Source: an optimization exercise on an open RTL-to-GDS flow (aim: small area, a short achievable clock period and few clock cycles). Production flows keep margins and buffers that such runs may drop. The RTL was checked by simulation tests, not by an equivalence proof against the original design. Power and IR drop assume default switching activity.

==> flow/design.v <==
`timescale 1ns / 1ns
module program_counter (address, enable, clear, clk, reset);
output reg [3:0] address;
input wire enable, clear;
input wire clk, reset;
always @ (posedge clk)
  if (reset | clear)
     address <= 4'b0000;
  else if (enable)
     address <= address + 4'b0001;
endmodule
`timescale 1ns / 1ns
module exe_engine (
    input  wire        reset, start, busy,
    input  wire [26:0] instr,
    input  wire        xv, x_last, x_w,
    input  wire [6:0]  x_dest,
    input  wire        w_mem, w_out,
    input  wire [6:0]  wdest,
    output wire        accept, consume, fwd_a, fwd_b, stop_now
);
wire [2:0] op   = instr[26:24];
wire compute    = ~op[2] | (op[1:0] == 2'b00);      
wire is_stop    = (op == 3'b111);
wire r_out      = instr[22];
wire uses_s2    = ~op[2] & ~(op[1] & ~op[0]);       
wire [6:0] s1   = instr[14:8];
wire [6:0] s2   = instr[7:1];
wire x_free = ~xv | x_last;
wire haz = xv & ( x_w & r_out |
                 ~x_w & (~r_out & (s1 == x_dest) | uses_s2 & (s2 == x_dest)));
wire run = ~reset & (busy | start);
assign accept   = run & compute & x_free & ~haz;
assign consume  = accept | run & ~compute & ~is_stop;
assign stop_now = run & is_stop & (~xv | x_last & x_w);
assign fwd_a    = r_out ? w_out : w_mem & (s1 == wdest);
assign fwd_b    = w_mem & (s2 == wdest);
endmodule
`timescale 1ns / 1ns
module output_reg(data, write_data, data_to_write, reset, clk);
output reg [255:0] data;
input wire write_data;
input wire [255:0] data_to_write;
input wire reset, clk;
always @ (posedge clk)
  if (reset)
    data <= 256'b0;
  else if (write_data)
    data <= data_to_write;
endmodule
`timescale 1ns / 1ns
module matrix_mult (
    output wire [255:0] m_out,
    input  wire [255:0] a, z,
    input  wire [95:0]  y,
    input  wire         cin
);
genvar r, c;
generate
for (c = 0; c < 4; c = c + 1) begin : col
    for (r = 0; r < 4; r = r + 1) begin : row
        mac16 u (.x(a[r*64 + c*16 +: 16]), .bo(y[c*24 +: 8]), .bt(y[c*24 + 8 +: 8]), .bn(y[c*24 + 16 +: 8]),
                 .z(z[r*64 + c*16 +: 16]), .cin(cin),
                 .o(m_out[r*64 + c*16 +: 16]));
    end
end
endgenerate
endmodule
module mac16(input [15:0] x, input [7:0] bo, bt, bn, input [15:0] z, input cin, output [15:0] o);
wire p1;
wire p2;
wire p3;
wire p4;
wire p5;
wire p6;
wire p7;
wire p8;
wire p9;
wire p10;
wire p11;
wire p12;
wire p13;
wire p14;
wire p15;
wire p16;
wire p17;
wire p18;
wire p19;
wire p20;
wire p21;
wire p22;
wire p23;
wire p24;
wire p25;
wire p26;
wire p27;
wire p28;
wire p29;
wire p30;
wire p31;
wire p32;
wire p33;
wire p34;
wire p35;
wire p36;
wire p37;
wire p38;
wire p39;
wire p40;
wire p41;
wire p42;
wire p43;
wire p44;
wire p45;
wire p46;
wire p47;
wire p48;
wire p49;
wire p50;
wire p51;
wire p52;
wire p53;
wire p54;
wire p55;
wire p56;
wire p57;
wire p58;
wire p59;
wire p60;
wire p61;
wire p62;
wire p63;
wire p64;
wire p65;
wire p66;
wire p67;
wire p68;
wire p69;
wire p70;
wire p71;
wire p72;
wire s73;
wire c74;
wire s75;
wire c76;
wire s77;
wire c78;
wire s79;
wire c80;
wire s81;
wire c82;
wire s83;
wire c84;
wire s85;
wire c86;
wire s87;
wire c88;
wire s89;
wire c90;
wire s91;
wire c92;
wire s93;
wire c94;
wire s95;
wire c96;
wire s97;
wire c98;
wire s99;
wire c100;
wire s101;
wire c102;
wire s103;
wire c104;
wire s105;
wire c106;
wire s107;
wire c108;
wire s109;
wire c110;
wire s111;
wire c112;
wire s113;
wire c114;
wire s115;
wire c116;
wire s117;
wire c118;
wire s119;
wire c120;
wire s121;
wire c122;
wire s123;
wire c124;
wire s125;
wire c126;
wire s127;
wire c128;
wire s129;
wire c130;
wire s131;
wire c132;
wire s133;
wire c134;
wire s135;
wire c136;
wire s137;
wire c138;
wire s139;
wire c140;
wire s141;
wire c142;
wire s143;
wire c144;
wire s145;
wire c146;
wire s147;
wire c148;
wire s149;
wire c150;
wire s151;
wire c152;
wire s153;
wire c154;
wire s155;
wire c156;
wire s157;
wire c158;
wire s159;
wire c160;
wire s161;
wire c162;
wire s163;
wire c164;
wire s165;
wire c166;
wire s167;
wire c168;
wire s169;
wire c170;
wire s171;
wire c172;
wire s173;
wire c174;
wire s175;
wire c176;
wire s177;
wire c178;
wire s179;
wire c180;
wire s181;
wire c182;
wire s183;
wire c184;
wire s185;
wire c186;
wire s187;
wire c188;
wire s189;
wire c190;
wire s191;
wire c192;
wire s193;
wire c194;
wire s195;
wire c196;
wire s197;
wire c198;
wire s199;
wire c200;
wire s201;
wire c202;
wire s203;
wire c204;
wire s205;
wire c206;
wire s207;
wire c208;
wire s209;
wire c210;
wire s211;
wire c212;
wire s213;
wire c214;
wire s215;
wire c216;
wire s217;
wire c218;
assign p1 = bn[0] ^ ((bo[0] & x[0]) | (bt[0] & 1'b0));
assign p2 = bn[0] ^ ((bo[0] & x[1]) | (bt[0] & x[0]));
assign p3 = bn[0] ^ ((bo[0] & x[2]) | (bt[0] & x[1]));
assign p4 = bn[0] ^ ((bo[0] & x[3]) | (bt[0] & x[2]));
assign p5 = bn[0] ^ ((bo[0] & x[4]) | (bt[0] & x[3]));
assign p6 = bn[0] ^ ((bo[0] & x[5]) | (bt[0] & x[4]));
assign p7 = bn[0] ^ ((bo[0] & x[6]) | (bt[0] & x[5]));
assign p8 = bn[0] ^ ((bo[0] & x[7]) | (bt[0] & x[6]));
assign p9 = bn[0] ^ ((bo[0] & x[8]) | (bt[0] & x[7]));
assign p10 = bn[0] ^ ((bo[0] & x[9]) | (bt[0] & x[8]));
assign p11 = bn[0] ^ ((bo[0] & x[10]) | (bt[0] & x[9]));
assign p12 = bn[0] ^ ((bo[0] & x[11]) | (bt[0] & x[10]));
assign p13 = bn[0] ^ ((bo[0] & x[12]) | (bt[0] & x[11]));
assign p14 = bn[0] ^ ((bo[0] & x[13]) | (bt[0] & x[12]));
assign p15 = bn[0] ^ ((bo[0] & x[14]) | (bt[0] & x[13]));
assign p16 = bn[0] ^ ((bo[0] & x[15]) | (bt[0] & x[14]));
assign p17 = bn[1] ^ ((bo[1] & x[0]) | (bt[1] & 1'b0));
assign p18 = bn[1] ^ ((bo[1] & x[1]) | (bt[1] & x[0]));
assign p19 = bn[1] ^ ((bo[1] & x[2]) | (bt[1] & x[1]));
assign p20 = bn[1] ^ ((bo[1] & x[3]) | (bt[1] & x[2]));
assign p21 = bn[1] ^ ((bo[1] & x[4]) | (bt[1] & x[3]));
assign p22 = bn[1] ^ ((bo[1] & x[5]) | (bt[1] & x[4]));
assign p23 = bn[1] ^ ((bo[1] & x[6]) | (bt[1] & x[5]));
assign p24 = bn[1] ^ ((bo[1] & x[7]) | (bt[1] & x[6]));
assign p25 = bn[1] ^ ((bo[1] & x[8]) | (bt[1] & x[7]));
assign p26 = bn[1] ^ ((bo[1] & x[9]) | (bt[1] & x[8]));
assign p27 = bn[1] ^ ((bo[1] & x[10]) | (bt[1] & x[9]));
assign p28 = bn[1] ^ ((bo[1] & x[11]) | (bt[1] & x[10]));
assign p29 = bn[1] ^ ((bo[1] & x[12]) | (bt[1] & x[11]));
assign p30 = bn[1] ^ ((bo[1] & x[13]) | (bt[1] & x[12]));
assign p31 = bn[2] ^ ((bo[2] & x[0]) | (bt[2] & 1'b0));
assign p32 = bn[2] ^ ((bo[2] & x[1]) | (bt[2] & x[0]));
assign p33 = bn[2] ^ ((bo[2] & x[2]) | (bt[2] & x[1]));
assign p34 = bn[2] ^ ((bo[2] & x[3]) | (bt[2] & x[2]));
assign p35 = bn[2] ^ ((bo[2] & x[4]) | (bt[2] & x[3]));
assign p36 = bn[2] ^ ((bo[2] & x[5]) | (bt[2] & x[4]));
assign p37 = bn[2] ^ ((bo[2] & x[6]) | (bt[2] & x[5]));
assign p38 = bn[2] ^ ((bo[2] & x[7]) | (bt[2] & x[6]));
assign p39 = bn[2] ^ ((bo[2] & x[8]) | (bt[2] & x[7]));
assign p40 = bn[2] ^ ((bo[2] & x[9]) | (bt[2] & x[8]));
assign p41 = bn[2] ^ ((bo[2] & x[10]) | (bt[2] & x[9]));
assign p42 = bn[2] ^ ((bo[2] & x[11]) | (bt[2] & x[10]));
assign p43 = bn[3] ^ ((bo[3] & x[0]) | (bt[3] & 1'b0));
assign p44 = bn[3] ^ ((bo[3] & x[1]) | (bt[3] & x[0]));
assign p45 = bn[3] ^ ((bo[3] & x[2]) | (bt[3] & x[1]));
assign p46 = bn[3] ^ ((bo[3] & x[3]) | (bt[3] & x[2]));
assign p47 = bn[3] ^ ((bo[3] & x[4]) | (bt[3] & x[3]));
assign p48 = bn[3] ^ ((bo[3] & x[5]) | (bt[3] & x[4]));
assign p49 = bn[3] ^ ((bo[3] & x[6]) | (bt[3] & x[5]));
assign p50 = bn[3] ^ ((bo[3] & x[7]) | (bt[3] & x[6]));
assign p51 = bn[3] ^ ((bo[3] & x[8]) | (bt[3] & x[7]));
assign p52 = bn[3] ^ ((bo[3] & x[9]) | (bt[3] & x[8]));
assign p53 = bn[4] ^ ((bo[4] & x[0]) | (bt[4] & 1'b0));
assign p54 = bn[4] ^ ((bo[4] & x[1]) | (bt[4] & x[0]));
assign p55 = bn[4] ^ ((bo[4] & x[2]) | (bt[4] & x[1]));
assign p56 = bn[4] ^ ((bo[4] & x[3]) | (bt[4] & x[2]));
assign p57 = bn[4] ^ ((bo[4] & x[4]) | (bt[4] & x[3]));
assign p58 = bn[4] ^ ((bo[4] & x[5]) | (bt[4] & x[4]));
assign p59 = bn[4] ^ ((bo[4] & x[6]) | (bt[4] & x[5]));
assign p60 = bn[4] ^ ((bo[4] & x[7]) | (bt[4] & x[6]));
assign p61 = bn[5] ^ ((bo[5] & x[0]) | (bt[5] & 1'b0));
assign p62 = bn[5] ^ ((bo[5] & x[1]) | (bt[5] & x[0]));
assign p63 = bn[5] ^ ((bo[5] & x[2]) | (bt[5] & x[1]));
assign p64 = bn[5] ^ ((bo[5] & x[3]) | (bt[5] & x[2]));
assign p65 = bn[5] ^ ((bo[5] & x[4]) | (bt[5] & x[3]));
assign p66 = bn[5] ^ ((bo[5] & x[5]) | (bt[5] & x[4]));
assign p67 = bn[6] ^ ((bo[6] & x[0]) | (bt[6] & 1'b0));
assign p68 = bn[6] ^ ((bo[6] & x[1]) | (bt[6] & x[0]));
assign p69 = bn[6] ^ ((bo[6] & x[2]) | (bt[6] & x[1]));
assign p70 = bn[6] ^ ((bo[6] & x[3]) | (bt[6] & x[2]));
assign p71 = bn[7] ^ ((bo[7] & x[0]) | (bt[7] & 1'b0));
assign p72 = bn[7] ^ ((bo[7] & x[1]) | (bt[7] & x[0]));
assign s73 = p15 ^ p29;
assign c74 = p15 & p29;
assign s75 = p16 ^ p30;
assign c76 = p16 & p30;
assign s77 = p9 ^ p23;
assign c78 = p9 & p23;
assign s79 = p10 ^ p24;
assign c80 = p10 & p24;
assign s81 = p11 ^ p25 ^ p37;
assign c82 = (p11 & p25) | (p11 & p37) | (p25 & p37);
assign s83 = p47 ^ p55;
assign c84 = p47 & p55;
assign s85 = p12 ^ p26 ^ p38;
assign c86 = (p12 & p26) | (p12 & p38) | (p26 & p38);
assign s87 = p48 ^ p56;
assign c88 = p48 & p56;
assign s89 = p13 ^ p27 ^ p39;
assign c90 = (p13 & p27) | (p13 & p39) | (p27 & p39);
assign s91 = p49 ^ p57 ^ p63;
assign c92 = (p49 & p57) | (p49 & p63) | (p57 & p63);
assign s93 = p67 ^ bn[6];
assign c94 = p67 & bn[6];
assign s95 = p14 ^ p28 ^ p40;
assign c96 = (p14 & p28) | (p14 & p40) | (p28 & p40);
assign s97 = p50 ^ p58 ^ p64;
assign c98 = (p50 & p58) | (p50 & p64) | (p58 & p64);
assign s99 = p68 ^ z[13];
assign c100 = p68 & z[13];
assign s101 = s73 ^ p41 ^ p51;
assign c102 = (s73 & p41) | (s73 & p51) | (p41 & p51);
assign s103 = p59 ^ p65 ^ p69;
assign c104 = (p59 & p65) | (p59 & p69) | (p65 & p69);
assign s105 = p71 ^ bn[7] ^ z[14];
assign c106 = (p71 & bn[7]) | (p71 & z[14]) | (bn[7] & z[14]);
assign s107 = c74 ^ s75 ^ p42;
assign c108 = (c74 & s75) | (c74 & p42) | (s75 & p42);
assign s109 = p52 ^ p60 ^ p66;
assign c110 = (p52 & p60) | (p52 & p66) | (p60 & p66);
assign s111 = p70 ^ p72 ^ z[15];
assign c112 = (p70 & p72) | (p70 & z[15]) | (p72 & z[15]);
assign s113 = p5 ^ p19;
assign c114 = p5 & p19;
assign s115 = p6 ^ p20;
assign c116 = p6 & p20;
assign s117 = p7 ^ p21 ^ p33;
assign c118 = (p7 & p21) | (p7 & p33) | (p21 & p33);
assign s119 = p43 ^ bn[3];
assign c120 = p43 & bn[3];
assign s121 = p8 ^ p22 ^ p34;
assign c122 = (p8 & p22) | (p8 & p34) | (p22 & p34);
assign s123 = p44 ^ z[7];
assign c124 = p44 & z[7];
assign s125 = s77 ^ p35 ^ p45;
assign c126 = (s77 & p35) | (s77 & p45) | (p35 & p45);
assign s127 = p53 ^ bn[4] ^ z[8];
assign c128 = (p53 & bn[4]) | (p53 & z[8]) | (bn[4] & z[8]);
assign s129 = c78 ^ s79 ^ p36;
assign c130 = (c78 & s79) | (c78 & p36) | (s79 & p36);
assign s131 = p46 ^ p54 ^ z[9];
assign c132 = (p46 & p54) | (p46 & z[9]) | (p54 & z[9]);
assign s133 = c80 ^ s81 ^ s83;
assign c134 = (c80 & s81) | (c80 & s83) | (s81 & s83);
assign s135 = p61 ^ bn[5] ^ z[10];
assign c136 = (p61 & bn[5]) | (p61 & z[10]) | (bn[5] & z[10]);
assign s137 = c82 ^ c84 ^ s85;
assign c138 = (c82 & c84) | (c82 & s85) | (c84 & s85);
assign s139 = s87 ^ p62 ^ z[11];
assign c140 = (s87 & p62) | (s87 & z[11]) | (p62 & z[11]);
assign s141 = c86 ^ c88 ^ s89;
assign c142 = (c86 & c88) | (c86 & s89) | (c88 & s89);
assign s143 = s91 ^ s93 ^ z[12];
assign c144 = (s91 & s93) | (s91 & z[12]) | (s93 & z[12]);
assign s145 = c90 ^ c92 ^ c94;
assign c146 = (c90 & c92) | (c90 & c94) | (c92 & c94);
assign s147 = s95 ^ s97 ^ s99;
assign c148 = (s95 & s97) | (s95 & s99) | (s97 & s99);
assign s149 = c96 ^ c98 ^ c100;
assign c150 = (c96 & c98) | (c96 & c100) | (c98 & c100);
assign s151 = s101 ^ s103 ^ s105;
assign c152 = (s101 & s103) | (s101 & s105) | (s103 & s105);
assign s153 = c102 ^ c104 ^ c106;
assign c154 = (c102 & c104) | (c102 & c106) | (c104 & c106);
assign s155 = s107 ^ s109 ^ s111;
assign c156 = (s107 & s109) | (s107 & s111) | (s109 & s111);
assign s157 = p1 ^ bn[0];
assign c158 = p1 & bn[0];
assign s159 = p3 ^ p17;
assign c160 = p3 & p17;
assign s161 = p4 ^ p18;
assign c162 = p4 & p18;
assign s163 = s113 ^ p31 ^ bn[2];
assign c164 = (s113 & p31) | (s113 & bn[2]) | (p31 & bn[2]);
assign s165 = c114 ^ s115 ^ p32;
assign c166 = (c114 & s115) | (c114 & p32) | (s115 & p32);
assign s167 = c116 ^ s117 ^ s119;
assign c168 = (c116 & s117) | (c116 & s119) | (s117 & s119);
assign s169 = c118 ^ c120 ^ s121;
assign c170 = (c118 & c120) | (c118 & s121) | (c120 & s121);
assign s171 = c122 ^ c124 ^ s125;
assign c172 = (c122 & c124) | (c122 & s125) | (c124 & s125);
assign s173 = c126 ^ c128 ^ s129;
assign c174 = (c126 & c128) | (c126 & s129) | (c128 & s129);
assign s175 = c130 ^ c132 ^ s133;
assign c176 = (c130 & c132) | (c130 & s133) | (c132 & s133);
assign s177 = c134 ^ c136 ^ s137;
assign c178 = (c134 & c136) | (c134 & s137) | (c136 & s137);
assign s179 = c138 ^ c140 ^ s141;
assign c180 = (c138 & c140) | (c138 & s141) | (c140 & s141);
assign s181 = c142 ^ c144 ^ s145;
assign c182 = (c142 & c144) | (c142 & s145) | (c144 & s145);
assign s183 = c146 ^ c148 ^ s149;
assign c184 = (c146 & c148) | (c146 & s149) | (c148 & s149);
assign s185 = c150 ^ c152 ^ s153;
assign c186 = (c150 & c152) | (c150 & s153) | (c152 & s153);
assign s187 = s157 ^ z[0];
assign c188 = s157 & z[0];
assign s189 = c158 ^ p2 ^ z[1];
assign c190 = (c158 & p2) | (c158 & z[1]) | (p2 & z[1]);
assign s191 = s159 ^ bn[1] ^ z[2];
assign c192 = (s159 & bn[1]) | (s159 & z[2]) | (bn[1] & z[2]);
assign s193 = c160 ^ s161 ^ z[3];
assign c194 = (c160 & s161) | (c160 & z[3]) | (s161 & z[3]);
assign s195 = c162 ^ s163 ^ z[4];
assign c196 = (c162 & s163) | (c162 & z[4]) | (s163 & z[4]);
assign s197 = c164 ^ s165 ^ z[5];
assign c198 = (c164 & s165) | (c164 & z[5]) | (s165 & z[5]);
assign s199 = c166 ^ s167 ^ z[6];
assign c200 = (c166 & s167) | (c166 & z[6]) | (s167 & z[6]);
assign s201 = c168 ^ s169 ^ s123;
assign c202 = (c168 & s169) | (c168 & s123) | (s169 & s123);
assign s203 = c170 ^ s171 ^ s127;
assign c204 = (c170 & s171) | (c170 & s127) | (s171 & s127);
assign s205 = c172 ^ s173 ^ s131;
assign c206 = (c172 & s173) | (c172 & s131) | (s173 & s131);
assign s207 = c174 ^ s175 ^ s135;
assign c208 = (c174 & s175) | (c174 & s135) | (s175 & s135);
assign s209 = c176 ^ s177 ^ s139;
assign c210 = (c176 & s177) | (c176 & s139) | (s177 & s139);
assign s211 = c178 ^ s179 ^ s143;
assign c212 = (c178 & s179) | (c178 & s143) | (s179 & s143);
assign s213 = c180 ^ s181 ^ s147;
assign c214 = (c180 & s181) | (c180 & s147) | (s181 & s147);
assign s215 = c182 ^ s183 ^ s151;
assign c216 = (c182 & s183) | (c182 & s151) | (s183 & s151);
assign s217 = c184 ^ s185 ^ s155;
assign c218 = (c184 & s185) | (c184 & s155) | (s185 & s155);
wire [15:0] ra = {c216, c214, c212, c210, c208, c206, c204, c202, c200, c198, c196, c194, c192, c190, c188, s187};
wire [15:0] rb = {s217, s215, s213, s211, s209, s207, s205, s203, s201, s199, s197, s195, s193, s191, s189, cin};
assign o = ra + rb;
endmodule
`timescale 1ns / 1ns
module matrix_cpu (
    input  wire         clk,
    input  wire         reset,
    input  wire         start,
    output wire         done,
    output wire [3:0]   imem_addr,
    input  wire [26:0]  imem_data,
    output wire [6:0]   mem_rd1_addr,
    input  wire [255:0] mem_rd1_data,
    output wire [6:0]   mem_rd2_addr,
    input  wire [255:0] mem_rd2_data,
    output wire         mem_we,
    output wire [6:0]   mem_waddr,
    output wire [255:0] mem_wdata
);
wire [255:0] out_q;         
reg  [255:0] opa;           
reg  [95:0]  ycur;          
reg  [191:0] ynext;         
function [23:0] booth;
    input [15:0] y;
    integer d;
    reg [16:0] yy;
    begin
        yy = {y, 1'b0};
        for (d = 0; d < 8; d = d + 1) begin
            booth[d]      = yy[2*d+1] ^ yy[2*d];                        
            booth[8 + d]  = (yy[2*d+2 -: 3] == 3'b011) | (yy[2*d+2 -: 3] == 3'b100);  
            booth[16 + d] = yy[2*d+2];                                   
        end
    end
endfunction
reg  [255:0] zc;            
reg          acc_en;        
reg  [255:0] res;           
reg          busy;          
wire [3:0]   pc;
reg          xv;            
reg          c_mul, c_sub;
reg          x_w;
reg  [6:0]   x_dest;
reg  [1:0]   k;             
reg          w_mem, w_out;
reg  [6:0]   wdest;
wire x_last = ~c_mul | (k == 2'd3);
wire        accept, consume, fwd_a, fwd_b, stop_now;
exe_engine ctl (
    .reset(reset), .start(start), .busy(busy), .instr(imem_data),
    .xv(xv), .x_last(x_last), .x_w(x_w), .x_dest(x_dest),
    .w_mem(w_mem), .w_out(w_out), .wdest(wdest),
    .accept(accept), .consume(consume), .fwd_a(fwd_a), .fwd_b(fwd_b),
    .stop_now(stop_now)
);
program_counter pcr (.address(pc), .clk(clk), .reset(reset),
                     .clear(~busy & ~start | stop_now),
                     .enable(consume));
assign imem_addr    = pc;
assign mem_rd1_addr = imem_data[14:8];
assign mem_rd2_addr = imem_data[7:1];
wire [2:0] op   = imem_data[26:24];
wire i_add = (op == 3'b000);
wire i_sub = (op == 3'b001);
wire i_scl = (op == 3'b010);
wire i_mul = (op == 3'b011);
wire i_tr  = (op == 3'b100);
wire [255:0] s1 = fwd_a ? res : (imem_data[22] ? out_q : mem_rd1_data);
wire [255:0] s2 = fwd_b ? res : mem_rd2_data;
wire [255:0] mac_out;
genvar r, c, j;
generate
for (r = 0; r < 4; r = r + 1) begin : g_r
    for (c = 0; c < 4; c = c + 1) begin : g_c
        always @(posedge clk)
            opa[r*64 + c*16 +: 16] <= accept ? s1[r*64 + c*16 +: 16]
                                             : opa[r*64 + ((c+1)%4)*16 +: 16];
        always @(posedge clk)
            zc[r*64 + c*16 +: 16] <= (i_add | i_sub) ? s2[r*64 + c*16 +: 16] ^ {16{i_sub}} :
                                     i_tr ? s1[c*64 + r*16 +: 16] : 16'd0;
    end
end
for (c = 0; c < 4; c = c + 1) begin : g_y
    wire [15:0] y_first = i_mul ? s2[c*64 + c*16 +: 16] :
                          i_scl ? {8'b0, imem_data[7:0]} :
                          {15'd0, i_add | i_sub};
    wire [15:0] y_now = accept ? y_first : ynext[c*48 +: 16];
    always @(posedge clk)
        ycur[c*24 +: 24] <= booth(y_now);
    for (j = 1; j < 4; j = j + 1) begin : g_yj
        always @(posedge clk)
            ynext[c*48 + (j-1)*16 +: 16] <= accept ? s2[((c+j)%4)*64 + c*16 +: 16] :
                                            (j < 3) ? ynext[c*48 + j*16 +: 16] : 16'd0;
    end
end
endgenerate
always @(posedge clk) begin
    if (accept) begin
        c_mul    <= i_mul;
        c_sub    <= i_sub;
        x_w      <= imem_data[23];
        x_dest   <= imem_data[21:15];
    end
end
matrix_mult mm (.m_out(mac_out), .a(opa), .y(ycur), .z(acc_en ? res : zc), .cin(c_sub));
always @(posedge clk)
    res <= mac_out;
always @(posedge clk) begin
    if (reset) begin
        busy   <= 1'b0;
        xv     <= 1'b0;
        w_mem  <= 1'b0;
        w_out  <= 1'b0;
        k      <= 2'd0;
        acc_en <= 1'b0;
    end else begin
        busy   <= (busy | start) & ~stop_now;
        xv     <= accept | xv & ~x_last;
        w_mem  <= xv & x_last & ~x_w;
        w_out  <= xv & x_last & x_w;
        if (xv & c_mul) k <= k + 2'd1;
        acc_en <= xv & ~x_last;
    end
end
always @(posedge clk)
    if (xv & x_last) wdest <= x_dest;
output_reg outr (.data(out_q), .write_data(w_out), .data_to_write(res),
                 .reset(reset), .clk(clk));
assign done      = ~busy;
assign mem_we    = w_mem;
assign mem_waddr = wdest;
assign mem_wdata = res;
endmodule
==> flow/flow/run.sh <==
#!/bin/bash
set -euo pipefail
export SETUP_SLACK_MARGIN=6.0
export BUFFER_PORTS_ARGS="-buffer_cell sky130_fd_sc_hd__buf_1"
bash standard.sh > make.log 2>&1
==> flow/standard.sh <==
#!/bin/bash
# synth_recipe.tcl (not shown) runs the flow's synth.tcl, then flattens the netlist and writes it again
# the make line also repeats each setting of config.mk as NAME=value (left out here)
make -C /OpenROAD-flow-scripts/flow DESIGN_CONFIG=/design/flow/config.mk WORK_HOME=/design/flow/orfs CLKGATE_MAP_FILE= SYNTH_SCRIPT=/design/flow/synth_recipe.tcl "${@:-finish}"
==> flow/config.mk <==
export PLATFORM = sky130hd
export DESIGN_NAME = matrix_cpu
export DESIGN_NICKNAME = matrix_cpu
export VERILOG_FILES = /design/flow/design.v
export SDC_FILE = /design/flow/constraint.sdc
export NUM_CORES = 8
export LEC_CHECK = 0
export CAP_MARGIN = 10
export CORE_MARGIN = 2
export CORE_UTILIZATION = 55
export CTS_CLUSTER_DIAMETER = 90
export CTS_CLUSTER_SIZE = 22
export SLEW_MARGIN = 10
==> flow/constraint.sdc <==
create_clock -name core_clock -period 11.0 [get_ports {clk}]
set_input_delay 2.2000 -clock core_clock [delete_from_list [all_inputs] [get_ports {clk}]]
set_output_delay 2.2000 -clock core_clock [all_outputs]
set_load 0.01 [all_outputs]
==> metrics.md, run 1 <==
| Metric | Value |
|---|---|
| DRT Pass-1 Iters | `9` |
| Worst vdd ir | `approximately 0.65 mV` |
| Number of port buffers | `824` |
| Outcome | `timing/DRC/antenna clean` |
| Crit end category | `flop` |
| Final HPWL DP | `353,000 um` |
| Relative slew slack | `5.28%` |
| Die Area | `roughly 200,000 sq um` |
| Number of global-route vias before repair | `91,600` |
| Clock Path Buffers | `3` |
| Power Density | `between 300 and 400 nW/um^2` |
| GR peak layer | `met2` |
| CP arrival | `5.80 ns` |
| Syn. warnings | `3` |
| Distinct cells, synth | `a little under 70` |
| GRT Util Overall | `a little under half` |
| CP startpoint | `imem_data[25]` |
| CTS tree | `yes` |
| Setup violations, final | `0` |
| Pin count of the biggest net entering global routing | `approximately 160` |
| Synthesized Nets | `around 14,000` |
| Flops & latches, synth | `between 1,000 and 1,500` |
| CP required | `between 10 and 15 ns` |
| Min-delay src | `ynext[188]$_SDFF_PN0_` |
| DRC viols | `0` |
| Starting DRC count in detailed routing | `between 10,000 and 15,000` |
| First-pass GRT wire length | `between 600,000 and 700,000 um` |
| Met1 GRT Util | `roughly three fifths` |
| Worst hold path type | `reg2reg` |
| Die X | `approximately 450 um` |
| Worst Hold Depth | `2` |
| GP Congestion | `1.02` |
| Row cnt | `162` |
| Post-Route Skew | `between 0.04 and 0.05 ns` |
| Initial antenna violation count | `51` |
| Slack of the critical path | `5.91 ns` |
| Met3 usage | `between 10 and 15%` |
| Post-synth top cells | `1,323 x dfxtp_1, 1,157 x xnor2_1, 1,150 x inv_1` |
| Top FF cell, synth | `dfxtp_1` |
| Share of the synthesized area in the top cell type | `around 25%` |
| Antenna violation net count after detailed routing | `0` |
| Tot Pwr | `slightly below 0.04 W` |
| Skew-Pair Late Insertion Delay | `between 0.8 and 0.9 ns` |
| Async set-or-reset flop fraction in the synthesized netlist | `0%` |
| Final worst path period need | `5.09 ns` |
| Net count, final | `between 10,000 and 15,000` |
| Ports | `a little over 800` |
| Inserted Clock Buffers | `86` |
| RSZ-0062 raised after global routing | `yes` |
| Clock Tree Root | `clkbuf_16` |
| Crit-path max FO | `slightly above 40` |
| Max Cap Viol | `0` |
| Share of cells above drive strength 1 | `7.34%` |
| GR Util met2 | `68.7%` |
| Hold Vio Cnt, Final | `0` |
| Die height | `between 400 and 500 um` |
| H-tree Lvls | `3` |
| Worst flop-to-flop path startpoint | `opa[84]$_DFF_P_` |
| Synthesis-to-finish area growth | `8.68%` |
| Global route total overflow | `0` |
| Pre-CTS setup slack | `4.20 ns` |
| Dominant cells by area after synthesis | `dfxtp_1 25%, fa_1 14%, xnor2_1 9.4%` |
| Sequential fraction of the synthesis area | `approximately 25%` |
| Slew @ Worst Pin | `1.41 ns` |
| Setup_tns | `0 ns` |
| FMAX | `just under 200 MHz` |
| Via density | `approximately 6.3` |
| Startpoint types | `input pin` |
| Drt wl/cell | `between 30 and 40 um` |
| Layout Utilization | `between 60% and 70%` |
| Core Box Area | `around 200,000 sq um` |
| Total wire length | `about 490,000 um` |
| EDFF count, synth | `17` |
| Worst-path clk slew | `0.09 ns` |
| Kind of critical path | `in2reg` |
| Leakage power | `between 40 and 50 nW` |
| R2r worst-path depth | `14` |
| Initial core utilization | `between 50% and 60%` |
| Post-Synthesis Cells | `between 10,000 and 15,000` |
| DR vias | `between 90,000 and 100k` |
| TritonCTS sink count | `approximately 1,300` |
| Fin. max-slew vios | `0` |
| Synth Cell Area | `108,000 sq um` |
| Cell taking the most area after synthesis | `dfxtp_1` |
| Post-Syn Area per Cell | `9.07 sq um` |
| Count leader, synth | `dfxtp_1` |
| Tcrit/Tclk final | `46.3%` |
-- cell type report --
type                            count  area [sq um]
Tap cell                         2624          3280
Clock buffer                       99          2290
Sequential cell                  1340         27200
Inverter                         1155          4360
Antenna cell                       19          47.5
Fill cell                       17500         77700
Timing Repair Buffer             1136          6770
Clock inverter                     41           612
Multi-Input combinational cell   8429         72500
-- repair_timing --
item / CTS / global route
gates resized for setup: 136 / 130
pin swaps: 1 / 2
hold buffers: 0 / 0
buffers inserted: 29 / 52
gates cloned: 8 / 9
setup endpoints to repair: 423 / 85
-- metal layers --
layer  up-vias  part of all wire (%)
met4        48                    10
li1      39800                     -
met2      6155                    41
met3      1576                    11
met1     46600                    37
met5         -                 0.074
-- critical path, stage by stage --
cell	delay, ns
clkbuf_4	0.54
nor2b_1	0.24
nor2b_2	0.15
buf_4	0.54
nand2_2	0.80
o21ai_0	0.49
nand2_1	0.13
and2_1	0.21
ha_1	0.19
mux2_1	0.27
-- sequential cells by signal, summed over array words and instances, names as in the netlist --
signal and cells:
res 256, x_w 1, opa 256, ycur 96
busy 1, pcr.address 4, acc_en 1, ynext 192
c_sub 1, wdest 7, w_mem 1, c_mul 1
x_dest 7, zc 256, xv 1, w_out 1
k 2, outr.data 256
-- power breakdown --
part           internal, W  total, W  switching (W)
logic               0.0117    0.0266         0.0149
registers          0.00619   0.00881        0.00261
clock network      0.00171   0.00378        0.00207
total               0.0196    0.0392         0.0196
-- cells in the final DEF, fill, tap and decap left out, types with 18 or more instances in the layout --
cell type,Yosys,final
dfxtp_1,1323,1216
xnor2_1,1157,1155
inv_1,1150,1149
a22oi_1,1024,1023
mux2i_1,957,957
nor2_1,883,882
buf_1,185,813
fa_1,752,752
xor2_1,621,621
nand2_1,613,612
ha_1,490,490
a21oi_1,486,470
o21ai_0,432,415
mux2_2,256,256
buf_4,73,212
nor2b_1,151,149
o22ai_1,109,109
clkbuf_16,0,97
dfxtp_2,0,79
a21o_1,73,73
and2_1,60,60
o21ai_1,41,56
o21a_1,35,35
buf_12,0,35
nor3_1,31,31
o21bai_1,31,31
dfxtp_4,0,28
a211oi_1,24,24
nand2b_1,25,24
a21oi_2,11,21
diode_2,0,19
buf_6,13,18
-- cells by family after synthesis --
family | after synthesis | share of synthesized area [%]
compound gates | 2370 | 14.3
buf+inv | 2110 | 7.82
simple gates | 1820 | 7.07
xor+xnor | 1778 | 14.5
flops | 1340 | 25.1
fa+ha+maj | 1242 | 19.7
mux | 1219 | 11.6
-- worst paths after layout --
| kind | endpoint | slack (ns) |
|---|---|---|
| hold reg to reg | ynext[172]$_DFF_P_ | 0.43 |
| setup / recovery | ycur[57]$_DFF_P_ | 5.91 |
| setup reg to reg | res[95]$_DFF_P_ | 6.11 |
| hold / removal | ynext[172]$_DFF_P_ | 0.43 |
-- through the flow --
| stage | instances | hold WS (ns) | cell area (sq um) |
|---|---|---|---|
| floorplan | 11900 | 0.401 | 108000 |
| global placement | 14600 | 0.418 | 112000 |
| detailed placement | 14600 | 0.412 | 112000 |
| CTS | 14800 | 0.424 | 116000 |
| global route | 14800 | 0.449 | 117000 |
| finish | 14800 | 0.429 | 117000 |
Testbench counts, summed over its fixed seeds: cycles 12,545.
==> run 2: changes to the inputs <==
==> flow/flow/run.sh (replaced) <==
#!/bin/bash
set -euo pipefail
export SETUP_SLACK_MARGIN=6.2
export BUFFER_PORTS_ARGS="-buffer_cell sky130_fd_sc_hd__buf_1"
bash standard.sh > make.log 2>&1
==> metrics.md, run 2 <==
| Metric | Value |
|---|---|
| Core Box Area | `a little under 200,000 sq um` |
| Dominant cells by area after synthesis | `dfxtp_1 25%, fa_1 14%, xnor2_1 9.4%` |
| RSZ-0062 raised after global routing | `yes` |
| Switching power total | `0.0201 W` |
| Net count, final | `about 14,000` |
| Crit end category | `flop` |
| Share of cells above drive strength 1 | `8.57%` |
| Skew-Pair Late Insertion Delay | `~0.8 ns` |
| Number of global-route vias before repair | `91,800` |
| Setup violations, final | `0` |
| Kind of critical path | `in2reg` |
| First-pass GRT wire length | `685,000 um` |
| Initial antenna violation count | `54` |
| Share of the synthesized area in the top cell type | `24.6%` |
| DR vias | `roughly 96,000` |
| Relative slew slack | `under 10%` |
| Count leader, synth | `dfxtp_1` |
| DRC viols | `0` |
| Fin. max-slew vios | `0` |
| Post-Syn Area per Cell | `between 9 and 10 sq um` |
| Top FF cell, synth | `dfxtp_1` |
| Initial core utilization | `between 50% and 60%` |
| Synthesized Nets | `~14,000` |
| Clock power share | `under 10%` |
| Slew @ Worst Pin | `1.46 ns` |
| Tcrit/Tclk final | `44.8%` |
| Max Cap Viol | `0` |
| Synthesis-to-finish area growth | `9.81%` |
| Pin count of the biggest net entering global routing | `between 200 and 250` |
| FMAX | `203 MHz` |
| Most frequent cells in the layout | `1,157 x xnor2_1, 1,149 x inv_1, 1,145 x dfxtp_1` |
| Via density | `between 6 and 7` |
| Drt wl/cell | `around 34 um` |
| Combinational power share | `between 60% and 70%` |
| GRT Util Overall | `roughly half` |
| Flop pwr share | `between 20% and 30%` |
| Global route total overflow | `0` |
| Syn. warnings | `3` |
| Row cnt | `162` |
| FF/Latch Area | `approximately 27,000 sq um` |
| Fillers | `approximately 17,000` |
| Number of port buffers | `about 820` |
| Hold Vio Cnt, Final | `0` |
| Ports | `~830` |
| Setup_tns | `0 ns` |
| Clock Path Buffers | `3` |
| Async set-or-reset flop fraction in the synthesized netlist | `0%` |
| Post-Route Skew | `0.0507 ns` |
| TritonCTS sink count | `1,340` |
| Int Pwr | `~0.020 W` |
| CP required | `11.73 ns` |
| Inserted Clock Buffers | `slightly below 90` |
| Final HPWL DP | `roughly 360,000 um` |
| Distinct cells, synth | `roughly 70` |
| Sequential fraction of the synthesis area | `25.1%` |
| Switching Share | `about half` |
| Die height | `~450 um` |
| Leading cell type in the layout, fill and taps excluded | `xnor2_1` |
| Worst hold path type | `reg2reg` |
| Worst vdd ir | `0.520 mV` |
| Synth Cell Area | `around 110,000 sq um` |
| Post-Synthesis Cells | `11,900` |
| Starting DRC count in detailed routing | `13,400` |
| Worst-path clk slew | `0.09 ns` |
| Final worst path period need | `around 5 ns` |
| Post-synth top cells | `1,323 x dfxtp_1, 1,157 x xnor2_1, 1,150 x inv_1` |
| H-tree Lvls | `3` |
| DRT Pass-1 Iters | `9` |
| Area occupied by multi-input gates | `about 73,000 sq um` |
| Flops & latches, synth | `1,340` |
| Startpoint types | `input pin` |
| DP Area | `around 110,000 sq um` |
| Crit-path max FO | `about 110` |
| CTS tree | `yes` |
| Die X | `~450 um` |
| Antenna violation net count after detailed routing | `0` |
| Outcome | `timing/DRC/antenna clean` |
| Clock Tree Root | `clkbuf_16` |
| Total wire length | `between 500,000 and 600,000 um` |
| Die Area | `between 150,000 and 200,000 sq um` |
| Cell taking the most area after synthesis | `dfxtp_1` |
| Power Density | `~340 nW/um^2` |
| # hold bufs at CTS | `0` |
| Leakage power | `around 48 nW` |
| GP Congestion | `between 1 and 1.5` |
| EDFF count, synth | `17` |
| Fin area | `118,000 sq um` |
| CP arrival | `between 5 and 6 ns` |
[run 2: cell families after synthesis]
kind of cell	Yosys count	synth area share [%]
compound gates	2370	14.3
xor+xnor	1778	14.5
fa+ha+maj	1242	19.7
buf+inv	2110	7.82
flops	1340	25.1
mux	1219	11.6
simple gates	1820	7.07
[run 2: area by class of cell]
class                           instances  area share (%)
Antenna cell                           28          0.0592
Clock buffer                          109            2.08
Clock inverter                         44           0.506
Inverter                             1155            3.69
Multi-Input combinational cell       8430            61.5
Sequential cell                      1340            23.2
Tap cell                             2624            2.78
Timing Repair Buffer                 1155            6.26
Timing Repair inverter                  1         0.00740
[run 2: what timing repair did]
action,CTS,global route
cloned,11,19
buffers inserted,75,37
pin swaps,4,27
resized for setup,269,196
setup endpoints to repair,362,94
[run 2: metrics by stage]
step | worst slack (ns) | instances | utilization (%) | power, W | hold slack [ns]
after detailed placement | 4.65 | 14600 | 57.4 | 0.0344 | 0.413
after global placement | 4.69 | 14600 | 57.4 | 0.0340 | 0.406
final | 6.07 | 14900 | 60.7 | 0.0401 | 0.416
after floorplan | 6.21 | 11900 | - | 0.0271 | 0.401
after CTS | 6.17 | 14800 | 60.0 | 0.0388 | 0.417
after global routing | 6.11 | 14900 | 60.7 | 0.0430 | 0.415
[run 2: critical path, stage by stage]
cell and delay, ns:
clkbuf_8 0.43, buf_4 0.71, buf_16 0.57, mux2i_1 0.18, o21ai_0 0.87, a21oi_1 0.17, nor2_1 0.14
[run 2: final timing paths]
| check | cells past startpoint | start | slack [ns] | end |
|---|---|---|---|---|
| setup reg to reg | 14 | opa[122]$_DFF_P_ | 6.24 | res[127]$_DFF_P_ |
| setup / recovery | 7 | imem_data[22] | 6.07 | zc[71]$_DFF_P_ |
| hold / removal | 2 | ynext[46]$_SDFF_PN0_ | 0.42 | ynext[30]$_DFF_P_ |
| hold reg to reg | 2 | ynext[46]$_SDFF_PN0_ | 0.42 | ynext[30]$_DFF_P_ |
[run 2: power by group through the flow]
| stage | clock network (W) | registers, W | logic (W) |
|---|---|---|---|
| after detailed placement | 0 | 0.00887 | 0.0256 |
| after floorplan | 0 | 0.00717 | 0.0199 |
| final | 0.00387 | 0.00892 | 0.0273 |
| after global placement | 0 | 0.00887 | 0.0251 |
| after global routing | 0.00403 | 0.00878 | 0.0302 |
| after CTS | 0.00386 | 0.00869 | 0.0263 |
[run 2: routing by layer]
metal	GRT usage, %	up-vias	part of all wire [%]
met5	0	-	0.11
met3	13.1	1781	12
li1	-	39900	-
met1	60.6	47100	37
met2	68.8	6818	41
met4	38.8	46	10
==> run 3: changes to the inputs <==
--- a/flow/config.mk
+++ b/flow/config.mk
@@ -5,9 +5,9 @@
 export SDC_FILE = /design/flow/constraint.sdc
 export NUM_CORES = 8
 export LEC_CHECK = 0
-export CAP_MARGIN = 10
+export CAP_MARGIN = 20
 export CORE_MARGIN = 2
 export CORE_UTILIZATION = 55
 export CTS_CLUSTER_DIAMETER = 90
 export CTS_CLUSTER_SIZE = 22
-export SLEW_MARGIN = 10
+export SLEW_MARGIN = 20
==> metrics.md, run 3 <==
| Metric | Value |
|---|---|
| Setup violations, final | `0` |
| Core Box Area | `195,000 sq um` |
| RSZ-0062 raised after global routing | `yes` |
| Leakage power | `about 48 nW` |
| DRC viols | `0` |
| CP startpoint | `imem_data[3]` |
| Worst flop-to-flop path startpoint | `ycur[41]$_DFF_P_` |
| CTS tree | `yes` |
| CP cell instances | `buf_6, buf_12, buf_8` |
| Initial antenna violation count | `53` |
| Crit-path max FO | `5` |
| Slowest stage delay, CP | `0.16 ns` |
| CP arrival | `about 2.6 ns` |
| Sequential fraction of the synthesis area | `around 25%` |
| Most frequent cells in the layout | `1,153 x xnor2_1, 1,149 x inv_1, 1,140 x dfxtp_1` |
| Worst-path clk slew | `about 0.09 ns` |
| Post-Synthesis Cells | `~12,000` |
| Async set-or-reset flop fraction in the synthesized netlist | `0%` |
| Startpoint types | `input pin` |
| EDFF count, synth | `17` |
| Skew-Pair Late Insertion Delay | `slightly above 0.8 ns` |
| Hold_ws | `around 0.44 ns` |
| Total wire length | `roughly 500,000 um` |
| Inserted Clock Buffers | `~90` |
| Worst vdd ir | `roughly 0.66 mV` |
| DR vias | `approximately 96,000` |
| Worst hold path type | `reg2reg` |
| Delay-heaviest family, CP | `buffers and inverters` |
| Crit end category | `output pin` |
| GRT Util Overall | `around 48%` |
| Synth Cell Area | `about 110,000 sq um` |
| Cell taking the most area after synthesis | `dfxtp_1` |
| Fin. max-slew vios | `0` |
| Slew @ Worst Pin | `1.30 ns` |
| First-pass GRT wire length | `689,000 um` |
| Net count, final | `about 14,000` |
| Syn. warnings | `3` |
| Synthesis-to-finish area growth | `9.87%` |
| H-tree Lvls | `3` |
| Worst reg-to-reg setup slack | `approximately 6.3 ns` |
| Placed Instances | `roughly 15,000` |
| Ports | `825` |
| Dominant cells by area after synthesis | `dfxtp_1 25%, fa_1 14%, xnor2_1 9.4%` |
| Row cnt | `about 160` |
| CP required | `between 8 and 9 ns` |
| Tcrit/Tclk final | `between 40% and 50%` |
| Layout Utilization | `about three fifths` |
| Initial core utilization | `between 50% and 60%` |
| Distinct cells, synth | `69` |
| DRT Pass-1 Iters | `7` |
| Antenna violation net count after detailed routing | `0` |
| Drt wl/cell | `between 30 and 40 um` |
| GP Congestion | `about 1.1` |
| Number of global-route vias before repair | `around 92,000` |
| Count leader, synth | `dfxtp_1` |
| Power Density | `340 nW/um^2` |
| Die Area | `about 200,000 sq um` |
| TritonCTS sink count | `about 1,300` |
| Number of non-filler instances in the completed layout | `around 15,000` |
| Starting DRC count in detailed routing | `between 10,000 and 15,000` |
| Clock Path Buffers | `3` |
| Leading cell type in the layout, fill and taps excluded | `xnor2_1` |
| Final HPWL DP | `355,000 um` |
| Slowest CP cell | `buf_12` |
| Share of the synthesized area in the top cell type | `roughly 25%` |
| Worst path bufs/invs | `3` |
| Die X | `between 400 and 500 um` |
| Clock Tree Root | `clkbuf_16` |
| Kind of critical path | `in2out` |
| Die height | `447 um` |
| Post-synth top cells | `1,323 x dfxtp_1, 1,157 x xnor2_1, 1,150 x inv_1` |
| Final worst path period need | `approximately 4.8 ns` |
| Relative slew slack | `12.4%` |
| Top FF cell, synth | `dfxtp_1` |
| Post-Syn Area per Cell | `9.07 sq um` |
| Number of port buffers | `between 800 and 900` |
| Share of cells above drive strength 1 | `approximately 8.7%` |
| Max Cap Viol | `0` |
| Via density | `6.43` |
| Global route total overflow | `0` |
| Setup_tns | `0 ns` |
| Flops & latches, synth | `1,340` |
| Synthesized Nets | `about 14,000` |
| FMAX | `just over 200 MHz` |
| Outcome | `timing/DRC/antenna clean` |
| Min-delay src | `ynext[46]$_SDFF_PN0_` |
| Hold Vio Cnt, Final | `0` |
| Pin count of the biggest net entering global routing | `212` |
| Post-Route Skew | `roughly 0.039 ns` |
run 3: final timing paths:
kind	to	depth (start not counted)
hold reg to reg	ynext[30]$_DFF_P_	2
setup reg to reg	res[31]$_DFF_P_	16
setup / recovery	mem_rd2_addr[2]	3
hold / removal	ynext[30]$_DFF_P_	2
run 3: what timing repair did:
action,in CTS,in global routing
setup endpoints to repair,352,110
pin swaps,3,21
setup buffers,84,24
hold buffers,0,0
cloned,12,15
gates resized for setup,267,222
run 3: layout make-up:
cell class | count | area, sq um
tap | 2624 | 3280
clock inverter | 45 | 641
sequential | 1340 | 27400
fill | 17500 | 76400
antenna | 26 | 65.1
clock buffer | 103 | 2440
multi-input combinational | 8430 | 72800
timing repair buffer | 1150 | 7350
inverter | 1155 | 4360
timing repair inverter | 1 | 8.76
run 3: worst min-delay path: stages (launching register included):
cell and delay [ns]:
dfxtp_1 0.32, nand2_1 0.04, o21ai_0 0.06
run 3: cell families after synthesis:
| family | count (synthesis) | synth area share, % |
|---|---|---|
| adder cells (fa/ha/maj) | 1242 | 19.7 |
| multiplexers | 1219 | 11.6 |
| AO/OA/AOI/OAI | 2370 | 14.3 |
| flip-flops | 1340 | 25.1 |
| XOR/XNOR | 1778 | 14.5 |
| AND/OR/NAND/NOR | 1820 | 7.07 |
| buffers and inverters | 2110 | 7.82 |
run 3: report_power, final:
part | internal [W] | switching [W] | total (W)
logic | 0.0121 | 0.0153 | 0.0274
clock network | 0.00178 | 0.00212 | 0.00390
registers | 0.00622 | 0.00270 | 0.00892
run 3: per-layer routing:
metal	up-vias	GRT usage, %	part of all wire [%]
li1	39900	-	-
met4	44	39.4	10
met2	6628	69.0	41
met5	-	1.15	0.12
met3	1750	14.0	12
met1	47200	60.6	37
run 3: per-stage QoR:
stage	worst slack, ns	total power (W)	area, sq um
2_1_floorplan	6.21	0.0271	108000
3_3_place_gp	4.69	0.0340	112000
3_5_place_dp	4.67	0.0345	112000
4_1_cts	6.17	0.0389	117000
5_1_grt	6.12	0.0432	118000
6_report	6.18	0.0403	118000
==> run 4: changes to the inputs <==
--- a/flow/config.mk
+++ b/flow/config.mk
@@ -5,9 +5,9 @@
 export SDC_FILE = /design/flow/constraint.sdc
 export NUM_CORES = 8
 export LEC_CHECK = 0
-export CAP_MARGIN = 20
+export CAP_MARGIN = 40
 export CORE_MARGIN = 2
 export CORE_UTILIZATION = 55
 export CTS_CLUSTER_DIAMETER = 90
 export CTS_CLUSTER_SIZE = 22
-export SLEW_MARGIN = 20
+export SLEW_MARGIN = 40
==> metrics.md, run 4 <==
| Metric | Value |
|---|---|
| Hold Vio Cnt, Final | `0` |
| Max Cap Viol | `0` |
| Syn. warnings | `3` |
| Worst vdd ir | `approximately 0.5 mV` |
| First-pass GRT wire length | `a little under 700,000 um` |
| Most frequent cells in the layout | `1,154 x xnor2_1, 1,149 x inv_1, 1,140 x dfxtp_1` |
| Crit end category | `output pin` |
| TritonCTS sink count | `1,340` |
| Switching power total | `around 0.02 W` |
| Distinct cells, synth | `between 60 and 70` |
| Startpoint types | `input pin` |
| H-tree Lvls | `3` |
| Top FF cell, synth | `dfxtp_1` |
| CTS tree | `yes` |
| Fin. max-slew vios | `0` |
| FMAX | `between 200 and 250 MHz` |
| Clock power share | `9.5%` |
| Post-Synthesis Cells | `11,900` |
| Async set-or-reset flop fraction in the synthesized netlist | `0%` |
| Int Pwr | `between 0.015 and 0.02 W` |
| Drt wl/cell | `about 34 um` |
| Slew @ Worst Pin | `about 1.0 ns` |
| Synth Cell Area | `between 100,000 and 150,000 sq um` |
| Die X | `~450 um` |
| RSZ-0062 raised after global routing | `yes` |
| Kind of critical path | `in2out` |
| Net count, final | `approximately 14,000` |
| Core Box Area | `a little under 200,000 sq um` |
| Die Area | `199,000 sq um` |
| Relative slew slack | `around 30%` |
| DRT Pass-1 Iters | `7` |
| Number of port buffers | `approximately 820` |
| Initial core utilization | `55.3%` |
| Hold_ws | `0.417 ns` |
| Initial antenna violation count | `49` |
| Leakage power | `about 48 nW` |
| Antenna violation net count after detailed routing | `0` |
| Outcome | `timing/DRC/antenna clean` |
| Number of global-route vias before repair | `about 91,000` |
| Final worst path period need | `~4.8 ns` |
| EDFF count, synth | `17` |
| Synthesis-to-finish area growth | `9.80%` |
| DR vias | `95,300` |
| GRT Util Overall | `roughly 48%` |
| Leading cell type in the layout, fill and taps excluded | `xnor2_1` |
| DRC viols | `0` |
| Clock Tree Root | `clkbuf_16` |
| Dominant cells by area after synthesis | `dfxtp_1 25%, fa_1 14%, xnor2_1 9.4%` |
| Total wire length | `~500,000 um` |
| Inserted Clock Buffers | `between 80 and 90` |
| Clock Path Buffers | `3` |
| Skew-Pair Late Insertion Delay | `just over 0.8 ns` |
| Post-Route Skew | `0.0540 ns` |
| Flops & latches, synth | `1,340` |
| Die height | `between 400 and 500 um` |
| Combinational power share | `slightly below 70%` |
| CP required | `8.80 ns` |
| CP arrival | `roughly 2.6 ns` |
| Switching Share | `between 50% and 60%` |
| Count leader, synth | `dfxtp_1` |
| Worst-path clk slew | `0.09 ns` |
| Share of cells above drive strength 1 | `8.58%` |
| Worst hold path type | `reg2reg` |
| Pin count of the biggest net entering global routing | `approximately 210` |
| Setup_tns | `0 ns` |
| Post-synth top cells | `1,323 x dfxtp_1, 1,157 x xnor2_1, 1,150 x inv_1` |
| Power Density | `between 300 and 400 nW/um^2` |
| GP Congestion | `between 1 and 1.5` |
| Row cnt | `around 160` |
| Final HPWL DP | `roughly 360,000 um` |
| Tcrit/Tclk final | `43.8%` |
| Starting DRC count in detailed routing | `12,300` |
| Crit-path max FO | `5` |
| Ports | `approximately 830` |
| Share of the synthesized area in the top cell type | `24.6%` |
| Setup violations, final | `0` |
| Global route total overflow | `0` |
| Post-Syn Area per Cell | `9.07 sq um` |
| Flop pwr share | `between 20 and 25%` |
| Cell taking the most area after synthesis | `dfxtp_1` |
| Sequential fraction of the synthesis area | `between 20 and 30%` |
| Via density | `roughly 6.4` |
| Synthesized Nets | `13,700` |
==> run 4: cell counts after synthesis <==
No cell type changed its count.
==> run 4: worst max-delay path: stages <==
cell    delay, ns
buf_6        0.10
buf_12       0.16
buf_8        0.15
==> run 4: path summary, 6_finish.rpt <==
| check | start | endpoint | slack (ns) | cells after the start |
|---|---|---|---|---|
| worst min register to register | ynext[46]$_SDFF_PN0_ | ynext[30]$_DFF_P_ | 0.42 | 2 |
| worst max-delay path | imem_data[3] | mem_rd2_addr[2] | 6.18 | 3 |
| worst min-delay path | ynext[46]$_SDFF_PN0_ | ynext[30]$_DFF_P_ | 0.42 | 2 |
| worst max register to register | opa[18]$_DFF_P_ | res[31]$_DFF_P_ | 6.25 | 15 |
==> run 4: layout make-up <==
cell class / instances / area [sq um]
diodes: 21 / 52.6
clock buffers: 102 / 2330
clock inverters: 43 / 609
fillers: 17300 / 76500
inverters: 1155 / 4360
multi-input cells: 8430 / 72800
flip-flops and latches: 1340 / 27400
well taps: 2624 / 3280
repair buffers: 1141 / 7440
repair inverters: 1 / 8.76
==> run 4: power by group through the flow <==
| stage | combinational, W | sequential (W) | clock (W) |
|---|---|---|---|
| 6_report | 0.0273 | 0.00892 | 0.00379 |
| 5_1_grt | 0.0302 | 0.00879 | 0.00395 |
| 4_1_cts | 0.0263 | 0.00868 | 0.00377 |
| 3_5_place_dp | 0.0256 | 0.00886 | 0 |
| 3_3_place_gp | 0.0251 | 0.00887 | 0 |
| 2_1_floorplan | 0.0199 | 0.00717 | 0 |
==> run 4: repair_timing <==
item	CTS	global route
gates cloned	10	20
hold buffers	0	0
gates resized for setup	239	192
setup endpoints to repair	335	74
setup buffers	74	14
pin swaps	3	25
==> run 4: kinds of logic (layout without fill, tap and decap cells) <==
logic type / after synthesis / count (layout) / share of synthesized area, %
buffers and inverters: 2110 / 2442 / 7.82
adder cells (fa/ha/maj): 1242 / 1242 / 19.7
XOR/XNOR: 1778 / 1778 / 14.5
AO/OA/AOI/OAI: 2370 / 2370 / 14.3
flip-flops: 1340 / 1340 / 25.1
other: 0 / 21 / 0
AND/OR/NAND/NOR: 1820 / 1821 / 7.07
multiplexers: 1219 / 1219 / 11.6
==> run 4: routing by layer <==
metal	vias to the layer above	global-route usage [%]	wire length, um
met5	-	0	309
met4	40	39.2	51700
met3	1787	13.5	59800
met2	6616	68.7	204000
met1	46900	60.0	184000
li1	39900	-	-
==> run 4: stage by stage <==
stage / utilization, % / std cells / instance area [sq um] / total power, W / setup slack [ns]
floorplan: - / 11900 / 108000 / 0.0271 / 6.21
global placement: 57.4 / 14600 / 112000 / 0.0340 / 4.69
detailed placement: 57.5 / 14600 / 112000 / 0.0345 / 4.66
CTS: 60.0 / 14800 / 117000 / 0.0387 / 6.08
global route: 60.7 / 14800 / 118000 / 0.0430 / 6.12
finish: 60.7 / 14900 / 118000 / 0.0400 / 6.18
==> run 5: changes to the inputs <==
--- a/flow/config.mk
+++ b/flow/config.mk
@@ -5,9 +5,9 @@
 export SDC_FILE = /design/flow/constraint.sdc
 export NUM_CORES = 8
 export LEC_CHECK = 0
-export CAP_MARGIN = 40
+export CAP_MARGIN = 30
 export CORE_MARGIN = 2
 export CORE_UTILIZATION = 55
 export CTS_CLUSTER_DIAMETER = 90
 export CTS_CLUSTER_SIZE = 22
-export SLEW_MARGIN = 40
+export SLEW_MARGIN = 30
==> metrics.md, run 5 <==
| Metric | Value |
|---|---|
| DRT Pass-1 Iters | `9` |
| Kind of critical path | `in2out` |
| Die height | `447 um` |
| Power Density | `339 nW/um^2` |
| Number of global-route vias before repair | `91,900` |
| Placed Instances | `around 15,000` |
| Global route total overflow | `0` |
| Slowest CP cell | `buf_12` |
| Startpoint types | `input pin` |
| Async set-or-reset flop fraction in the synthesized netlist | `0%` |
| Post-synth top cells | `1,323 x dfxtp_1, 1,157 x xnor2_1, 1,150 x inv_1` |
| Number of port buffers | `roughly 800` |
| Worst reg-to-reg setup slack | `6.22 ns` |
| Min-delay src | `ynext[46]$_SDFF_PN0_` |
| CP arrival | `~2.6 ns` |
| Cell taking the most area after synthesis | `dfxtp_1` |
| Starting DRC count in detailed routing | `around 13,000` |
| Distinct cells, synth | `69` |
| Synthesized Nets | `13,700` |
| Hold Vio Cnt, Final | `0` |
| Post-Route Skew | `slightly above 0.03 ns` |
| Skew-Pair Late Insertion Delay | `0.79 ns` |
| First-pass GRT wire length | `approximately 680,000 um` |
| Final HPWL DP | `around 360,000 um` |
| Synth Cell Area | `between 100,000 and 150,000 sq um` |
| Worst flop-to-flop path startpoint | `ycur[29]$_DFF_P_` |
| Count leader, synth | `dfxtp_1` |
| # hold bufs at CTS | `0` |
| DR vias | `95,900` |
| Slowest stage delay, CP | `between 0.15 and 0.2 ns` |
| R2r worst-path depth | `13` |
| WHS Endpoint | `ynext[30]$_DFF_P_` |
| Crit end category | `output pin` |
| Ports | `between 800 and 900` |
| Fillers | `about 17,000` |
| H-tree Lvls | `3` |
| Share of cells above drive strength 1 | `under 10%` |
| Initial antenna violation count | `63` |
| CTS tree | `yes` |
| Crit-path max FO | `5` |
| Leakage power | `approximately 48 nW` |
| Final worst path period need | `4.81 ns` |
| Worst vdd ir | `about 0.56 mV` |
| Die Area | `between 150,000 and 200,000 sq um` |
| Share of the synthesized area in the top cell type | `approximately a quarter` |
| Inserted Clock Buffers | `89` |
| Setup violations, final | `0` |
| Clock Path Buffers | `3` |
| Worst-path clk slew | `0.09 ns` |
| Max Cap Viol | `0` |
| GP Congestion | `about 1.1` |
| RR Endpoint | `res[94]$_DFF_P_` |
| Setup_tns | `0 ns` |
| Post-Synthesis Cells | `around 12,000` |
| Synthesis-to-finish area growth | `10.0%` |
| Slew @ Worst Pin | `around 1.2 ns` |
| Clock Tree Root | `clkbuf_16` |
| TritonCTS sink count | `~1,300` |
| Pin count of the biggest net entering global routing | `about 210` |
| Sequential fraction of the synthesis area | `25.1%` |
| Worst Hold Depth | `2` |
| Drt wl/cell | `33.9 um` |
| Row cnt | `approximately 160` |
| GRT Util Overall | `about half` |
| Die X | `around 450 um` |
| FMAX | `between 200 and 250 MHz` |
| RSZ-0062 raised after global routing | `yes` |
| CP required | `about 9 ns` |
| Dominant cells by area after synthesis | `dfxtp_1 25%, fa_1 14%, xnor2_1 9.4%` |
| Most frequent cells in the layout | `1,154 x xnor2_1, 1,149 x inv_1, 1,142 x dfxtp_1` |
| Top FF cell, synth | `dfxtp_1` |
| Worst hold path type | `reg2reg` |
| Antenna violation net count after detailed routing | `0` |
| Initial core utilization | `about 55%` |
| DRC viols | `0` |
| Outcome | `timing/DRC/antenna clean` |
| Delay-heaviest family, CP | `buffers and inverters` |
| Via density | `6.44` |
| Syn. warnings | `3` |
| Tot Pwr | `0.0401 W` |
| Flops & latches, synth | `1,340` |
| Leading cell type in the layout, fill and taps excluded | `xnor2_1` |
| Total wire length | `between 500,000 and 600,000 um` |
| Worst path bufs/invs | `3` |
| Number of non-filler instances in the completed layout | `roughly 15,000` |
| Post-Syn Area per Cell | `9.07 sq um` |
| Core Box Area | `between 150,000 and 200,000 sq um` |
| EDFF count, synth | `17` |
| CP cell instances | `buf_6, buf_12, buf_8` |
| Net count, final | `around 14,000` |
| Fin. max-slew vios | `0` |
| Relative slew slack | `between 10% and 20%` |
| Tcrit/Tclk final | `a little over two fifths` |
==> run 5: cell types whose count changed in the layout (fill, tap and decap cells not counted), sizes merged <==
cell	delta
clkinv	+7
clkinvlp	-2
diode	+7
buf	+17
clkbuf	+5
inv	-1
==> run 5: cell families (layout without fill, tap and decap cells) <==
family          Yosys count  after routing  synth area share [%]
fa+ha+maj              1242           1242                  19.7
other cells               0             28                     0
xor+xnor               1778           1778                  14.5
mux                    1219           1219                  11.6
compound gates         2370           2370                  14.3
simple gates           1820           1821                  7.07
buf+inv                2110           2468                  7.82
flops                  1340           1340                  25.1
==> run 5: through the flow <==
| step | hold WS (ns) | setup slack [ns] | utilization [%] | area [sq um] |
|---|---|---|---|---|
| after detailed placement | 0.413 | 4.66 | 57.4 | 112000 |
| after floorplan | 0.401 | 6.21 | - | 108000 |
| after global routing | 0.443 | 6.07 | 60.8 | 118000 |
| after global placement | 0.406 | 4.69 | 57.4 | 112000 |
| final | 0.418 | 6.19 | 60.8 | 119000 |
| after CTS | 0.417 | 6.19 | 59.9 | 117000 |
==> run 5: worst reg2reg max path, delay by kind of cell, from the launching register on <==
| family | cells | cell delay [ns] |
|---|---|---|
| buffers and inverters | 3 | 0.49 |
| and+or+nand+nor | 2 | 0.27 |
| AOI/OAI and AO/OA | 2 | 0.44 |
| DFF | 1 | 1.01 |
| adders and majority gates | 5 | 2.23 |
| xor gates and xnor gates | 1 | 0.19 |
==> run 5: worst max-delay path by stage <==
stage | depth (start not counted) | slack (ns) | from | endpoint
after global placement | 11 | 4.69 | imem_data[22] | ycur[33]$_DFF_P_
final | 3 | 6.19 | imem_data[3] | mem_rd2_addr[2]
after detailed placement | 11 | 4.66 | imem_data[22] | ycur[33]$_DFF_P_
after floorplan | 17 | 6.21 | ycur[89]$_DFF_P_ | res[190]$_DFF_P_
after global routing | 15 | 6.07 | imem_data[5] | ycur[14]$_DFF_P_
after CTS | 3 | 6.19 | imem_data[3] | mem_rd2_addr[2]
==> run 5: final cells by class <==
class | count | area, sq um | share of cell area, %
Multi-Input combinational cell | 8430 | 72800 | 61.4
Sequential cell | 1340 | 27400 | 23.1
Timing Repair Buffer | 1163 | 7590 | 6.41
Inverter | 1155 | 4360 | 3.68
Tap cell | 2624 | 3280 | 2.77
Clock buffer | 102 | 2410 | 2.04
Clock inverter | 47 | 597 | 0.504
Antenna cell | 28 | 70.1 | 0.0591
Timing Repair inverter | 1 | 8.76 | 0.00739
==> run 5: metal layers <==
layer	up-vias	wire length, um	GRT usage [%]
li1	39900	-	-
met4	46	51000	39.5
met2	6935	207000	69.0
met5	-	352	0
met1	47200	184000	60.5
met3	1777	62200	12.6
==> run 5: timing repair <==
item	CTS	global route
resized for setup	261	219
cloned	10	22
buffers inserted	64	52
pin swaps	3	28
endpoints found under the setup margin	374	116
==> run 5: where the power goes <==
group / total [W] / internal [W] / switching [W]
combinational: 0.0274 / 0.0121 / 0.0153
sequential: 0.00891 / 0.00622 / 0.00270
clock: 0.00385 / 0.00172 / 0.00212
total: 0.0401 / 0.0200 / 0.0201
==> run 6: changes to the inputs <==
==> flow/flow/run.sh (replaced) <==
#!/bin/bash
set -euo pipefail
export SETUP_SLACK_MARGIN=6.35
export BUFFER_PORTS_ARGS="-buffer_cell sky130_fd_sc_hd__buf_1"
bash standard.sh > make.log 2>&1
==> metrics.md, run 6 <==
| Metric | Value |
|---|---|
| Outcome | `timing/DRC/antenna clean` |
| Pin count of the biggest net entering global routing | `approximately 140` |
| Post-Syn Area per Cell | `9.07 sq um` |
| Worst path bufs/invs | `4` |
| DR vias | `98,900` |
| Post-Route Skew | `between 0.06 and 0.07 ns` |
| First-pass GRT wire length | `roughly 710,000 um` |
| Net count, final | `14,000` |
| FMAX | `a little over 200 MHz` |
| Final worst path period need | `roughly 4.8 ns` |
| Fillers | `about 17,000` |
| R2r worst-path depth | `16` |
| Relative slew slack | `approximately 23%` |
| Setup violations, final | `0` |
| CP required | `about 8.8 ns` |
| Synth Cell Area | `108,000 sq um` |
| Skew-Pair Late Insertion Delay | `between 0.8 and 0.9 ns` |
| Clock Path Buffers | `3` |
| Initial core utilization | `between 50% and 60%` |
| CP cell instances | `buf_6, buf_12, buf_16, buf_6` |
| Global route total overflow | `0` |
| Worst vdd ir | `approximately 0.56 mV` |
| DRT Pass-1 Iters | `19` |
| Crit end category | `output pin` |
| Starting DRC count in detailed routing | `14,300` |
| Worst hold path type | `reg2reg` |
| RR Endpoint | `res[46]$_DFF_P_` |
| FF/Latch Area | `about 27,000 sq um` |
| Total wire length | `approximately 530,000 um` |
| Distinct cells, synth | `between 60 and 70` |
| Top FF cell, synth | `dfxtp_1` |
| Dominant cells by area after synthesis | `dfxtp_1 25%, fa_1 14%, xnor2_1 9.4%` |
| Inserted Clock Buffers | `95` |
| EDFF count, synth | `17` |
| Tcrit/Tclk final | `44.1%` |
| Count leader, synth | `dfxtp_1` |
| Power Density | `around 350 nW/um^2` |
| Startpoint types | `input pin` |
| Core Box Area | `195,000 sq um` |
| CP startpoint | `imem_data[7]` |
| Slowest CP cell | `buf_12` |
| Max Cap Viol | `0` |
| Placed Instances | `14,600` |
| Min-delay src | `ynext[83]$_SDFF_PN0_` |
| Flops & latches, synth | `1,340` |
| CTS tree | `yes` |
| Clock Tree Root | `clkbuf_16` |
| Number of non-filler instances in the completed layout | `15,000` |
| Die Area | `between 150,000 and 200,000 sq um` |
run 6: power breakdown:
group / switching [W] / internal, W / leakage (nW)
logic: 0.0161 / 0.0129 / 36.2
registers: 0.00289 / 0.00622 / 11.2
clock network: 0.00225 / 0.00185 / 1.60
run 6: kinds of logic after synthesis:
logic type,after synthesis,synth area share (%)
adder cells (fa/ha/maj),1242,19.7
AND/OR/NAND/NOR,1820,7.07
buffers and inverters,2110,7.82
AO/OA/AOI/OAI,2370,14.3
flip-flops,1340,25.1
multiplexers,1219,11.6
XOR/XNOR,1778,14.5
run 6: per-stage QoR:
stage	cell area, sq um	utilization [%]	worst slack, ns	hold WS, ns	power, W
2_1_floorplan	108000	-	6.27	0.401	0.0271
3_3_place_gp	112000	57.4	4.29	0.410	0.0342
5_1_grt	121000	62.3	6.15	0.448	0.0449
6_report	122000	62.4	6.15	0.428	0.0422
3_5_place_dp	112000	57.4	4.24	0.414	0.0346
4_1_cts	119000	61.1	6.16	0.438	0.0397
run 6: routing by layer:
layer / global-route usage, % / vias up / share of wire, %
met3: 16.9 / 2332 / 14
met1: 61.9 / 48300 / 35
met4: 42.0 / 48 / 11
li1: - / 40200 / -
met2: 71.5 / 7933 / 40
met5: 0 / - / 0.064
run 6: layout make-up:
type	instances	share of cell area [%]
Antenna cell	47	0.0968
Clock buffer	101	2.01
Clock inverter	62	0.722
Inverter	1155	3.60
Multi-Input combinational cell	8430	60.5
Sequential cell	1340	22.6
Tap cell	2624	2.70
Timing Repair Buffer	1240	7.78
run 6: worst max-delay path by stage:
stage / endpoint / slack (ns) / depth (start not counted)
3_5_place_dp: ycur[15]$_DFF_P_ / 4.24 / 11
5_1_grt: mem_rd2_addr[6] / 6.15 / 4
6_report: mem_rd2_addr[6] / 6.15 / 4
2_1_floorplan: res[79]$_DFF_P_ / 6.27 / 18
3_3_place_gp: ycur[14]$_DFF_P_ / 4.29 / 11
4_1_cts: mem_rd2_addr[6] / 6.16 / 4
run 6: timing repair:
action | CTS | global route
gates resized for setup | 480 | 301
endpoints found under the setup margin | 749 | 153
pin swaps | 16 | 96
hold buffers | 0 | 0
cloned | 43 | 29
setup buffers | 86 | 59
run 6: worst reg2reg max path: cells and delay by family (launching register included):
| kind | cells | cell delay, ns |
|---|---|---|
| adders and majority gates | 5 | 2.32 |
| xor gates and xnor gates | 2 | 0.52 |
| and+or+nand+nor | 1 | 0.20 |
| AOI/OAI and AO/OA | 3 | 0.61 |
| DFF | 1 | 0.40 |
| buffers and inverters | 5 | 0.54 |

Re-timed with assumed drivers on the ports (clkbuf_16 on the clock, buf_2 on other inputs), run 6 has 6.117 ns of setup slack against 6.151 ns with ideal ports, and 5.450 ns once port delays also move by the mid clock arrival of 0.916 ns.
